Context: an optimization exercise on an open-source flow, tuned for a short achievable clock period and few clock cycles. The choices shown serve that exercise and are no tape-out recipe.
In this exercise RTL edits were held to simulation tests only and were not proved equivalent to the original.
Power is estimated from default activity; no workload was simulated.

==> design.v <==
`timescale 1ns / 1ps
module   MUX4T1_32(input [1:0]s,
						 input [31:0]I0,
						 input [31:0]I1,
						 input [31:0]I2,
						 input [31:0]I3,						
						 output reg[31:0]o
						 );
		always@*				 
			case(s)
			2'b00: o <= I0;
			2'b01: o <= I1;
			2'b10: o <= I2;
			2'b11: o <= I3;
			endcase
endmodule
`timescale 1ns / 1ps
module ALU(
	input [31:0] A,
	input [31:0] B,
	input [3:0] ALU_operation,
	output reg [31:0] res,
	output zero
);
	localparam ALUC_AND = 4'h0;
	localparam ALUC_OR = 4'h1;
	localparam ALUC_ADD = 4'h2;
	localparam ALUC_XOR = 4'h3;
	localparam ALUC_NOR = 4'h4;
	localparam ALUC_SUB = 4'h5;
	localparam ALUC_SLT = 4'h6;
	localparam ALUC_SLTU = 4'h7;
	localparam ALUC_LUI = 4'h8;
	localparam ALUC_SRL = 4'h9;
	localparam ALUC_SLL = 4'hA;
	localparam ALUC_SRA = 4'hB;
	localparam ALUC_SRLV = 4'hC;
	localparam ALUC_SLLV = 4'hD;
	localparam ALUC_SRAV = 4'hE;
	wire signed [31:0] A_signed = A;
	wire signed [31:0] B_signed = B;
	always @*
		case (ALU_operation)
			ALUC_AND: res = A & B;
			ALUC_OR: res = A | B;
			ALUC_ADD: res = A + B;
			ALUC_XOR: res = A ^ B;
			ALUC_NOR: res = ~(A | B);
			ALUC_SUB: res = A - B;
			ALUC_SLT: res = A_signed < B_signed;
			ALUC_SLTU: res = A < B;
			ALUC_SRL: res = B >> A[4:0];
			ALUC_SLL: res = B << A[4:0];
			ALUC_SRA: res = B >>> A[4:0];
			ALUC_SRLV: res = B >> A;
			ALUC_SLLV: res = B << A;
			ALUC_SRAV: res = B >>> A;
			ALUC_LUI: res = { B[15:0], 16'h0 };
			default: res = 32'h0;
		endcase
	assign zero = res == 0;
endmodule
`timescale 1ns / 1ps
module RegFile(
	input clk, rst, we,
	input [4:0] a, b, w, 
	input [31:0] w_data,
	output [31:0] a_data, b_data
);
	reg [31:0] regs [1:31];  
	assign a_data = a != 0 ? ((a == w && we) ? w_data : regs[a]) : 0;
	assign b_data = b != 0 ? ((b == w && we) ? w_data : regs[b]) : 0;
	integer i;
	always @(posedge clk or posedge rst) begin
		if (rst) for (i = 1; i < 32; i = i + 1) regs[i] <= 0; 
		else if (w != 0 && we) regs[w] <= w_data;
	end
endmodule
module Control(
	input wire [5:0] op,
	input wire [4:0] rs,
	input wire [4:0] rt,
	input wire [5:0] func,
	input wire rsrtequ,
	input wire [4:0] exe_regw_addr,
	input wire [4:0] mem_regw_addr,
	input wire exe_wreg,
	input wire exe_mem2reg,
	input wire mem_wreg,
	input wire mem_mem2reg,
	output reg jal,
	output reg wreg,
	output reg branch,
	output reg mem2reg,
	output reg wmem,
	output reg [3:0] aluc,
	output reg aluimm,
	output reg shift,
	output reg sext,
	output reg jr, 
	output reg regrt,
	output reg [1:0] fwdb,
	output reg [1:0] fwda,
	output reg stall,
	output reg jump,
	output reg cancel_next
);
	reg rs_used, rt_used;
    reg branch_t, wreg_t, wmem_t;
	parameter INS_R = 6'b000000, RFUNC_SLL = 6'b000000, RFUNC_SRL = 6'b000010, RFUNC_JR = 6'b001000, RFUNC_ADD = 6'b100000, RFUNC_SUB = 6'b100010, RFUNC_AND = 6'b100100,
			RFUNC_OR = 6'b100101, RFUNC_XOR = 6'b100110, RFUNC_NOR = 6'b100111, RFUNC_SLT = 6'b101010;
	parameter  INS_J = 6'b000010, INS_JAL = 6'b000011, INS_BEQ = 6'b000100, INS_BNE = 6'b000101, INS_LUI = 6'b001111;
	parameter INS_ADDI = 6'b001000, INS_ANDI = 6'b001100, INS_ORI = 6'b001101, INS_XORI = 6'b001110, INS_LW = 6'b100011, INS_SW = 6'b101011;
    parameter RFUNC_ADDU = 6'b100001, RFUNC_SUBU = 6'b100011, RFUNC_SLTU = 6'b101011, RFUNC_SRA = 6'b000011, RFUNC_SLLV = 6'b000100, RFUNC_SRLV = 6'b000110,RFUNC_SRAV = 6'b000111;
    parameter INS_ADDIU = 6'b001001, INS_SLTI = 6'b001011, INS_SLTIU = 6'b001011;
	localparam ALUC_AND = 4'h0;
	localparam ALUC_OR = 4'h1;
	localparam ALUC_ADD = 4'h2;
	localparam ALUC_XOR = 4'h3;
	localparam ALUC_NOR = 4'h4;
	localparam ALUC_SUB = 4'h5;
	localparam ALUC_SLT = 4'h6;
	localparam ALUC_SLTU = 4'h7;
	localparam ALUC_LUI = 4'h8;
	localparam ALUC_SRL = 4'h9;
	localparam ALUC_SLL = 4'hA;
	localparam ALUC_SRA = 4'hB;
	localparam ALUC_SRLV = 4'hC;
	localparam ALUC_SLLV = 4'hD;
	localparam ALUC_SRAV = 4'hE;
	always @(*) begin
		rs_used = 0;
		rt_used = 0;
		branch_t = 0;
		jr = 0;
		jump = 0;
		jal = 0;
		wreg_t = 0;
		mem2reg = 0;
		wmem_t = 0;
		aluc = 0;
		aluimm = 0;
		shift = 0;
		sext = 0;
		regrt = 0;
		case(op)
			INS_R: begin
				case(func)
					RFUNC_SRL: begin
						aluc = ALUC_SRL;
						shift = 1'b1;
						regrt = 1'b1;
						wreg_t = 1'b1;
						rt_used = 1;
					end
					RFUNC_JR: begin
						rs_used = 1'b1;
						branch_t = 1'b1;
						jr = 1;
					end					
                    RFUNC_ADD: begin
						aluc = ALUC_ADD;
						regrt = 1'b1;
						wreg_t = 1'b1;
						rs_used = 1;
						rt_used = 1;
					end
					RFUNC_SUB,RFUNC_SUBU: begin
						regrt = 1'b1;
						wreg_t = 1'b1;
						aluc = ALUC_SUB;	
						rs_used = 1'b1;
						rt_used = 1'b1;					
					end
					RFUNC_AND,RFUNC_ADDU: begin
						aluc = ALUC_AND;
						wreg_t = 1'b1;
						regrt = 1'b1;
						rs_used = 1'b1;
						rt_used = 1'b1;
					end
                    RFUNC_NOR: begin
						aluc = ALUC_NOR;
						wreg_t = 1'b1;
						regrt = 1'b1;
						rs_used = 1'b1;
						rt_used = 1'b1;
					end
					RFUNC_OR: begin
						aluc = ALUC_OR;
						wreg_t = 1'b1;
						regrt = 1'b1;
						rs_used = 1'b1;
						rt_used = 1'b1;
					end
					RFUNC_XOR: begin
						aluc = ALUC_XOR;
						wreg_t = 1'b1;
						regrt = 1'b1;
						rs_used = 1'b1;
						rt_used = 1'b1;
					end
					RFUNC_SLT: begin
						aluc = ALUC_SLT;
						wreg_t = 1;
						regrt = 1'b1;
						rs_used = 1'b1;
						rt_used = 1'b1;
					end
					RFUNC_SLTU: begin
						aluc = ALUC_SLTU;
						wreg_t = 1;
						regrt = 1'b1;
						rs_used = 1'b1;
						rt_used = 1'b1;
					end
                    RFUNC_SLL: begin
                        aluc = ALUC_SLL;
                        wreg_t = 1;
                        regrt = 1;
                        rt_used = 1;
                        shift = 1;
                    end
                    RFUNC_SRL: begin
                        aluc = ALUC_SRL;
                        wreg_t = 1;
                        regrt = 1;
                        rt_used = 1;
                        shift = 1;
                    end
                    RFUNC_SRA: begin
                        aluc = ALUC_SRA;
                        wreg_t = 1;
                        regrt = 1;
                        rt_used = 1;
                        shift = 1;
                    end
                    RFUNC_SLLV: begin
                        aluc = ALUC_SLLV;
                        wreg_t = 1;
                        regrt = 1;
                        rs_used = 1;
                        rt_used = 1;
                    end
                    RFUNC_SRLV: begin
                        aluc = ALUC_SRLV;
                        wreg_t = 1;
                        regrt = 1;
                        rt_used = 1;
                        rs_used = 1;                   
                    end
                    RFUNC_SRAV: begin
                        aluc = ALUC_SRAV;
                        wreg_t = 1;
                        regrt = 1;
                        rt_used = 1;
                        rs_used = 1;
                    end                   
				endcase	
			end
			INS_J: begin
				jump = 1'b1;
				branch_t = 1'b1;
			end
			INS_JAL: begin
				jal = 1'b1;
				jump = 1;
				wreg_t = 1'b1;
				aluc = ALUC_ADD;
				branch_t = 1'b1;
			end
			INS_BEQ: begin
				aluc = ALUC_ADD;
				aluimm = 1'b1;
				if (rsrtequ == 1'b1) branch_t = 1'b1;
				sext = 1'b1;
				rs_used = 1'b1;
				rt_used = 1'b1;
			end
			INS_BNE: begin
				aluc = ALUC_ADD;
				aluimm = 1'b1;
				if (rsrtequ == 1'b0) branch_t = 1'b1;
				sext = 1'b1;
				rs_used = 1'b1;
				rt_used = 1'b1;
			end
			INS_ADDI,INS_ADDIU: begin
				aluc = ALUC_ADD;
				aluimm = 1'b1;
				sext = 1'b1;
				wreg_t = 1'b1;
				rs_used = 1'b1;				
			end
			INS_ANDI: begin
				aluc = ALUC_AND;
				aluimm = 1'b1;
				wreg_t = 1'b1;
				rs_used = 1'b1;			
			end
			INS_ORI: begin
				aluc = ALUC_OR;
				aluimm = 1'b1;
				wreg_t = 1'b1;	
				rs_used = 1'b1;			
			end
			INS_XORI: begin
				aluc = ALUC_XOR;
				aluimm = 1'b1;
				wreg_t = 1'b1;	
				rs_used = 1'b1;			
			end
			INS_LUI: begin
				aluc = ALUC_LUI;			
				aluimm = 1;	
				wreg_t = 1'b1;
			end
			INS_LW: begin
				aluc = ALUC_ADD;
				aluimm = 1'b1;
				sext = 1'b1;
				mem2reg = 1'b1;
				rs_used = 1'b1;
				wreg_t = 1'b1;
			end
			INS_SW: begin
				aluc = ALUC_ADD;
				aluimm = 1'b1;
				sext = 1'b1;
				wmem_t = 1'b1;
				rs_used = 1'b1;
				rt_used = 1'b1;
			end
            INS_SLTI,INS_SLTIU: begin
                aluc = ALUC_SLT;
				wreg_t = 1;
				rs_used = 1'b1;
                sext = 1;
                aluimm = 1;
            end
		endcase	      
	end
	always @(*) begin
		stall = 0;
		branch = 0;
		wreg = 0;
		wmem = 0;
		cancel_next = 0;
		if (rs_used && rs != 0) begin
			if (exe_regw_addr == rs && exe_mem2reg) begin
				stall = 1'b1;
			end
		end
		if (rt_used && rt != 0) begin
			if (exe_regw_addr == rt && exe_mem2reg) begin
				stall = 1'b1;
			end
		end
		branch = stall ? 0 : branch_t;
       		wreg = stall ? 0 : wreg_t;
       		wmem = stall ? 0 : wmem_t;
		if (branch) begin
			cancel_next = 1;
		end
	end
	always @(*) begin
		fwda = 2'b00;
		fwdb = 2'b00;
		if (rs_used && rs != 0) begin
			if (exe_regw_addr == rs && exe_wreg)
				fwda = 2'b01;
			else if (mem_regw_addr == rs && mem_wreg && !mem_mem2reg)
				fwda = 2'b10;
			else if (mem_regw_addr == rs && mem_wreg && mem_mem2reg)
				fwda = 2'b11;
		end
		if (rt_used && rt != 0) begin
			if (exe_regw_addr == rt && exe_wreg)
				fwdb = 2'b01;
			else if (mem_regw_addr == rt && mem_wreg && !mem_mem2reg)
				fwdb = 2'b10;
			else if (mem_regw_addr == rt && mem_wreg && mem_mem2reg)
				fwdb = 2'b11;
		end
	end
endmodule
`timescale 1ns / 1ps
module PCPU(
    input wire clk,
    input wire rst,
    output wire [31:0] inst_addr,
    input wire [31:0] inst_mem,
    output wire [31:0] data_addr,
    input wire [31:0] data_mem,
    output wire data_we,
    output wire [31:0] data_write
);
    wire stall, cancel_next;  
    wire [31:0] pc_new;  
    reg [31:0] pc;
    assign inst_addr = pc;
    always @(posedge clk or posedge rst) begin
        if (rst) pc <= 0;
        else pc <= stall ? pc : pc_new;
    end
    wire branch;
    wire [31:0] branch_target;
    assign pc_new = branch ? branch_target : pc + 4'h4;
    reg [31:0] ifid_ir, ifid_pc;
    always @(posedge clk or posedge rst) begin
        if (rst) begin
            ifid_pc <= 0;
            ifid_ir <= 0;
        end
        else begin
            if (stall) begin
                ifid_ir <= ifid_ir;
            end
            else if (cancel_next) begin
                ifid_pc <= pc + 4'h4;
                ifid_ir <= 0;
            end
            else begin
                ifid_pc <= pc + 4'h4;
                ifid_ir <= inst_mem;
            end
        end
    end
    wire [5:0] op = ifid_ir[31:26];
    wire [4:0] rs = ifid_ir[25:21];
    wire [4:0] rt = ifid_ir[20:16];
    wire [4:0] rd = ifid_ir[15:11];
    wire [5:0] func = ifid_ir[5:0];
    wire [15:0] imm = ifid_ir[15:0];
    wire [31:0] imm_ext = { {16{sext ? imm[15] : 1'h0}}, imm };
    wire rsrtequ;  
    wire jal, wreg, m2reg, wmem, aluimm, shift, sext, jr, reg_wb_rd, jump;
    wire [3:0] aluc;
    wire [1:0] fwda, fwdb;
    wire [4:0] exe_regw_addr, mem_regw_addr;
    wire exe_wreg, exe_mem2reg, mem_wreg, mem_mem2reg;
    Control cu(
        .op(op), .rs(rs), .rt(rt), .func(func), .rsrtequ(rsrtequ),
        .exe_regw_addr(exe_regw_addr),
        .mem_regw_addr(mem_regw_addr),
        .exe_wreg(exe_wreg),
        .exe_mem2reg(exe_mem2reg),
        .mem_wreg(mem_wreg),
        .mem_mem2reg(mem_mem2reg),
        .jal(jal),
        .wreg(wreg),
        .branch(branch),
        .mem2reg(m2reg),
        .wmem(wmem),
        .aluc(aluc),
        .aluimm(aluimm),
        .shift(shift),
        .sext(sext),
        .jr(jr), 
        .regrt(reg_wb_rd),
        .fwdb(fwdb),
        .fwda(fwda),
        .stall(stall),
        .jump(jump),
        .cancel_next(cancel_next)
    );
    wire reg_we;
	 wire [4:0] reg_w;  
    wire [31:0] reg_w_data;  
    wire [31:0] reg_a_data, reg_b_data;
    RegFile regs(
        .clk(clk), .rst(rst),
        .we(reg_we), .w(reg_w), .w_data(reg_w_data), 
        .a(rs), .b(rt), .a_data(reg_a_data), .b_data(reg_b_data)
    );
    wire [31:0] fwd_ex_alu_res, fwd_mem_alu_res, fwd_mem_data;  
    wire [31:0] a_fwd_data, b_fwd_data;
    MUX4T1_32 a_fwd_mux(.s(fwda), .I0(reg_a_data), .I1(fwd_ex_alu_res), .I2(fwd_mem_alu_res), .I3(fwd_mem_data), .o(a_fwd_data));
    MUX4T1_32 b_fwd_mux(.s(fwdb), .I0(reg_b_data), .I1(fwd_ex_alu_res), .I2(fwd_mem_alu_res), .I3(fwd_mem_data), .o(b_fwd_data));
    assign rsrtequ = a_fwd_data == b_fwd_data;
    wire [31:0] j_addr = { ifid_pc[31:28], ifid_ir[25:0], 2'h0 };
    wire [31:0] br_addr = ifid_pc + {imm, 2'h0};
    wire [31:0] jr_addr = a_fwd_data;
    assign branch_target = jr ? jr_addr : (jump ? j_addr : br_addr);
    wire [31:0] a_final = jal ? ifid_pc : a_fwd_data;
    wire [31:0] b_final = jal ? 0 : b_fwd_data;
    wire [4:0] wreg_dst_final = jal ? 5'h1F : (reg_wb_rd ? rd : rt);
    reg [31:0] idex_ir;
    reg [3:0] idex_aluc;
    reg idex_wreg, idex_m2reg, idex_wmem, idex_aluimm, idex_shift;
    reg [31:0] idex_a_data, idex_b_data;
    reg [31:0] idex_imm_ext;
    reg [4:0] idex_wreg_dst;
    always @(posedge clk or posedge rst) begin
        if (rst) begin
            idex_ir <= 0;
            idex_aluc <= 0;
            idex_wreg <= 0;
            idex_m2reg <= 0;
            idex_wmem <= 0;
            idex_aluimm <= 0;
            idex_shift <= 0;
            idex_a_data <= 0;
            idex_b_data <= 0;
            idex_imm_ext <= 0;
            idex_wreg_dst <= 0;
        end
        else begin
            idex_ir <= ifid_ir;
            idex_aluc <= aluc;
            idex_wreg <= wreg;
            idex_m2reg <= (m2reg && !stall);
            idex_wmem <= wmem;
            idex_aluimm <= aluimm;
            idex_shift <= shift;
            idex_a_data <= a_final;
            idex_b_data <= b_final;
            idex_imm_ext <= imm_ext;
            idex_wreg_dst <= wreg_dst_final;
        end
    end
    wire [4:0] shamt = idex_imm_ext[10:6];
    wire [31:0] alu_a = idex_shift ? shamt : idex_a_data;
    wire [31:0] alu_b = idex_aluimm ? idex_imm_ext : idex_b_data;
    wire [31:0] ex_alu_result;
    ALU alu(
        .A(alu_a),
        .B(alu_b),
        .ALU_operation(idex_aluc),
        .res(ex_alu_result)
    );
    assign fwd_ex_alu_res = ex_alu_result;
    assign exe_mem2reg = idex_m2reg;
    assign exe_wreg = idex_wreg;
    assign exe_regw_addr = idex_wreg_dst;
    reg [31:0] exmem_ir;
    reg exmem_wreg, exmem_m2reg, exmem_wmem;
    reg [31:0] exmem_alu_result, exmem_b_data;
    reg [4:0] exmem_wreg_dst;
    always @(posedge clk or posedge rst) begin
        if (rst) begin
            exmem_ir <= 0;
            exmem_wreg <= 0;
            exmem_m2reg <= 0;
            exmem_wmem <= 0;
            exmem_alu_result <= 0;
            exmem_b_data <= 0;
            exmem_wreg_dst <= 0;
        end
        else begin
            exmem_ir <= idex_ir;
            exmem_wreg <= idex_wreg;
            exmem_m2reg <= idex_m2reg;
            exmem_wmem <= idex_wmem;
            exmem_alu_result <= ex_alu_result;
            exmem_b_data <= idex_b_data;
            exmem_wreg_dst <= idex_wreg_dst;
        end
    end
    assign data_we = exmem_wmem;
    assign data_addr = exmem_alu_result;
    assign data_write = exmem_b_data;
    assign fwd_mem_alu_res = exmem_alu_result;
    assign fwd_mem_data = data_mem;
    assign mem_wreg = exmem_wreg;
    assign mem_mem2reg = exmem_m2reg;
    assign mem_regw_addr = exmem_wreg_dst;
    reg [31:0] memwb_ir;
    reg memwb_wreg, memwb_m2reg;
    reg [31:0] memwb_data, memwb_alu_result;
    reg [4:0] memwb_wreg_dst;
    always @(posedge clk or posedge rst) begin
        if (rst) begin
            memwb_ir <= 0;
            memwb_wreg <= 0;
            memwb_m2reg <= 0;
            memwb_data <= 0;
            memwb_alu_result <= 0;
            memwb_wreg_dst <= 0;
        end
        else begin
            memwb_ir <= exmem_ir;
            memwb_wreg <= exmem_wreg;
            memwb_m2reg <= exmem_m2reg;
            memwb_data <= data_mem;
            memwb_alu_result <= exmem_alu_result;
            memwb_wreg_dst <= exmem_wreg_dst;
        end
    end
    assign reg_we = memwb_wreg;
    assign reg_w = memwb_wreg_dst;
    assign reg_w_data = memwb_m2reg ? memwb_data : memwb_alu_result;
endmodule
==> run.sh <==
#!/bin/bash
# synth_recipe.tcl (not shown) runs the flow's synth.tcl, then flattens the netlist and writes it again
# the make line also repeats each setting of config.mk as NAME=value (left out here)
make -C /OpenROAD-flow-scripts/flow DESIGN_CONFIG=/design/flow/config.mk WORK_HOME=/design/flow/orfs CLKGATE_MAP_FILE= SYNTH_SCRIPT=/design/flow/synth_recipe.tcl finish
==> config.mk <==
export PLATFORM = sky130hd
export DESIGN_NAME = PCPU
export DESIGN_NICKNAME = PCPU
export VERILOG_FILES = /design/flow/design.v
export SDC_FILE = /design/flow/constraint.sdc
export NUM_CORES = 4
export LEC_CHECK = 0
export CAP_MARGIN = 20
export CORE_MARGIN = 2
export CORE_UTILIZATION = 30
export PLACE_DENSITY = 0.5
export SLEW_MARGIN = 20
==> constraint.sdc <==
create_clock -name core_clock -period 8.0 [get_ports {clk}]
set_input_delay 1.6000 -clock core_clock [delete_from_list [all_inputs] [get_ports {clk}]]
set_output_delay 1.6000 -clock core_clock [all_outputs]
set_load 0.01 [all_outputs]
==> summary.txt <==
Global route
  – Initial antenna violation count: 44
  – Largest net degree at the start of global routing: 160
  – GRT Total Usage: 0.368
  – First-pass GRT wire length: 658 mm
  – Total gr overflow: 0
  – Vias in the first global route: 75500

Floorplan
  – Die width: 505 um
  – Die area: 255000 um^2
  – Die height: 505 um
  – Starting density of the core: 0.301
  – Row count: 184
  – I/O Pins: 163
  – Core area: 251000 um^2

Detailed routing
  – TritonRoute pass-1 iters: 6
  – Post-route antenna net violation count: 0
  – WL/cell: 39.6 um
  – Via count: 81200
  – Vias per cell: 6.61
  – Total Wirelength: 486 mm
  – Initial detailed-routing violation count: 13800
  – Post-route DRC: 0

Pwr
  – PwrDens: 303 nW/um^2
  – Final Total Pwr: 27000 uW
  – Fraction of power spent switching nets: 0.422
  – Clk network pwr share: 0.289
  – P_leak: 0.0384 uW
  – Maximum VDD drop: 0.275 mV
  – Seq pwr share: 0.367
  – Psw: 11400 uW
  – Combinational share of power: 0.344
  – Pint: 15600 uW

Critical path
  – Crit-path cells: buf_4, mux2i_1, ha_1, nor4_1, nand2_1, nor4_2, nor4b_1, buf_4, o41a_1, or3_1, a32oi_1, a21o_1, xor2_1, o2111a_1, and3_1, a31oi_2, o21a_2, nor2_1, buf_12, o211ai_1
  – WP depth: 20
  – CP required: 8.72 ns
  – Crit-path slowest cell: mux2i_1
  – CP endpoint: pc[8]$_DFFE_PP0N_
  – Crit path max-delay family: simple AND/OR/NAND/NOR gates
  – Crit path capture type: flop
  – Startpoint types: flop
  – R2R setup slack: 0.33 ns
  – Critical R2R Launch: idex_aluimm$_DFF_PP0_
  – Max incr delay on CP: 0.67 ns
  – CP max FO: 14
  – WP data arrival: 8.39 ns
  – Cell mode on critical path: buf_4
  – R2R depth: 20
  – Setup CP Type: flop to flop
  – Crit. Startpoint: idex_aluimm$_DFF_PP0_
  – RR Endpoint: pc[8]$_DFFE_PP0N_
  – Bufs and invs on worst path: 3

Synth
  – Ys flop type: dfrtp_1
  – Async SR Flop Fraction: 1.00
  – Number of synthesized register bits: 1326
  – Synth Warn #: 6
  – Top-area cell type share of the netlist area: 0.440
  – Mapped Area: 75400 um^2
  – Number of synthesized flops with an enable pin: 0
  – Post-synth cell types: 105
  – Mean Syn Cell Area: 8.62 um^2
  – Sequential share of the synthesized area: 0.440
  – Post-synth top area cell: dfrtp_1
  – Gate Count Post-Synth: 8745
  – Largest cells by area after synthesis: dfrtp_1 (44%), a22oi_1 (6.5%), a21oi_1 (5.0%)
  – Syn Nets: 8931

Clock network
  – Clk sinks: 1326
  – H-Tree Depth: 4
  – CTS buffer count: 156
  – CTS Buffer Depth: 3
  – Root Buffer: clkbuf_16
  – Worst-Skew Late Latency: 0.90 ns
  – CTS tree: yes
  – Hold_buf cts: 0
  – Worst-path clk slew: 0.06 ns

Final layout
  – Non-filler cells in the finished layout: 12300
  – Synth-to-layout area growth: 18.3%
  – Layout cells sized above 1: 0.117
  – # fillers: 25600
  – Nets: 8964

Place
  – PortBufs: 162
  – DP Worst Slack: 0.248 ns
  – DP Wirelength: 337 mm
  – Placed Cells incl. Taps: 12000
  – Gpl congestion: 1.07

STA
  – Worst-Margin Slew: 1.34 ns
  – Final setup viols: 0
  – RSZ-0062 raised after global routing: no
  – Crit share post-route: 0.959
  – Final Max Tran Viols: 0
  – FMAX: 130 MHz
  – TNS Setup: 0 ns
  – Relative slew slack: 0.105
  – Hold WS: 0.372 ns
  – Final min period: 7.67 ns
  – Final setup margin: 0.329 ns
  – Setup Skew: 0.0661 ns
  – Final hold vios: 0

Min path
  – Hold crit path type: flop to flop

Outcome
  – Run status: no timing/DRC/antenna violations

Job
  – Max cap viols: 0
==> worst reg2reg max path, delay by kind of cell, from the launching register on <==
family	cells	cell delay, ns
and+or+nand+nor	7	2.63
adders and majority gates	1	0.45
AOI/OAI and AO/OA	7	2.17
muxes	1	0.68
buffers and inverters	3	0.76
xor gates and xnor gates	1	0.21
DFF	1	0.65
==> flip-flops by register name, summed over array words and instances, names as in the netlist, 4 cells and up <==
signal and count:
memwb_wreg_dst 5, memwb_alu_result 32, exmem_alu_result 32, idex_aluc 4, pc 32, idex_a_data 32
exmem_wreg_dst 5, idex_b_data 32, idex_wreg_dst 5, regs.regs 992, ifid_pc 32, idex_imm_ext 17
memwb_data 32, exmem_b_data 32, ifid_ir 32
==> synth_stat cells (all sizes together) (50+ instances only) <==
master,instances
a221oi,86
a21oi,758
nand2b,50
a211oi,65
nor4,71
a22o,66
mux2i,178
o22ai,73
a2111oi,54
o211ai,70
a22oi,650
a31oi,55
inv,155
o21ai,686
clkbuf,642
ha,117
dfrtp,1326
nor2,937
nand3,256
nor2b,51
and3,230
nand4,153
buf,116
nor3,100
nand2,1005
xnor2,66
==> how the worst min path moves through the flow <==
| stage | startpoint | depth (start not counted) | slack (ns) | to |
|---|---|---|---|---|
| after detailed placement | idex_wmem$_DFF_PP0_ | 0 | 0.37 | exmem_wmem$_DFF_PP0_ |
| final | idex_wmem$_DFF_PP0_ | 0 | 0.37 | exmem_wmem$_DFF_PP0_ |
| after global placement | idex_wmem$_DFF_PP0_ | 0 | 0.34 | exmem_wmem$_DFF_PP0_ |
| after floorplan | idex_wmem$_DFF_PP0_ | 0 | 0.33 | exmem_wmem$_DFF_PP0_ |
| after global routing | idex_wmem$_DFF_PP0_ | 0 | 0.37 | exmem_wmem$_DFF_PP0_ |
| after CTS | idex_wmem$_DFF_PP0_ | 0 | 0.38 | exmem_wmem$_DFF_PP0_ |
==> logic make-up (layout without fill, tap and decap cells) <==
family / Yosys count / in the layout / synth area share
AOI/OAI and AO/OA: 2973 / 2973 / 0.258
xor gates and xnor gates: 102 / 102 / 0.0119
and+or+nand+nor: 3097 / 3097 / 0.191
DFF: 1326 / 1326 / 0.440
other: 0 / 31 / 0
buffers and inverters: 914 / 1074 / 0.0477
muxes: 213 / 213 / 0.0311
adders and majority gates: 120 / 120 / 0.0202
==> layer usage <==
| layer | part of all wire | vias to the layer above | wire [um] | track usage |
|---|---|---|---|---|
| li1 | - | 32300 | - | - |
| met1 | 0.37 | 40000 | 179000 | 0.451 |
| met2 | 0.42 | 6743 | 203000 | 0.536 |
| met3 | 0.12 | 2063 | 59600 | 0.127 |
| met4 | 0.092 | 34 | 44600 | 0.267 |
| met5 | 0.00052 | - | 251 | 0 |
==> power by group through the flow <==
stage / clock [uW] / combinational, uW / sequential, uW
finish: 7800 / 9300 / 9930
global placement: 0 / 8870 / 9910
detailed placement: 0 / 8870 / 9920
CTS: 7850 / 8910 / 9820
floorplan: 0 / 4900 / 9180
global route: 8100 / 9690 / 10000
==> layout make-up <==
type | instances | area (um^2) | share of cell area
multi-input combinational | 6505 | 39900 | 0.448
sequential | 1326 | 33200 | 0.372
timing repair buffer | 633 | 5710 | 0.0640
clock inverter | 60 | 963 | 0.0108
clock buffer | 225 | 4540 | 0.0510
antenna | 31 | 77.6 | 0.000870
inverter | 156 | 592 | 0.00664
tap | 3348 | 4190 | 0.0470
==> placed cells by master (no fill, tap or decap), types with 162 or more instances in the layout <==
| cell type | synthesis | routed |
|---|---|---|
| and3_1 | 230 | 230 |
| dfrtp_1 | 1326 | 1319 |
| buf_4 | 4 | 431 |
| clkdlybuf4s50_1 | 0 | 162 |
| nor2_1 | 936 | 853 |
| a22oi_1 | 650 | 650 |
| nand2_1 | 1005 | 995 |
| nand3_1 | 255 | 255 |
| o21ai_0 | 676 | 675 |
| a21oi_1 | 758 | 758 |
==> per-stage QoR <==
step,area [um^2],util
2_1_floorplan,75400,-
3_3_place_gp,83100,0.331
3_5_place_dp,83300,0.332
4_1_cts,88800,0.354
5_1_grt,89100,0.355
6_report,89200,0.356
==> repair_timing <==
item / CTS / global route
resized for setup: 0 / 2
endpoints found under the setup margin: 0 / 10
buffers inserted: 0 / 0
Testbench counts, summed over its fixed seeds: cycles 59,544.

separate check: timing with driven ports:
The results above use ideal ports. As a check the final layout listed here was re-extracted and re-timed, cells and wires unchanged.
Step 1 sets driving cells, clkbuf_16 on the clock port and buf_2 on the other inputs (assumed; they add their load-dependent delay and slew).
Step 2, shift: input delay + t, output delay - t, t = (earliest + latest rising clock arrival at the registers) / 2. This alone moves slack from input paths to output paths.
a / b / c = ideal / step 1 / step 2; a / b = the first two.
t (ns): 0.964
setup WS [ns]: 0.329 / 0.329 / 0.329
clock arrival spread, ns: 0.077 / 0.077
slew at the worst register clock pin (ns): 0.07 / 0.07
After both steps this run still meets setup and hold. For this run, drivers alone change the setup slack by 0.000 ns; drivers and shift together by 0.000 ns.
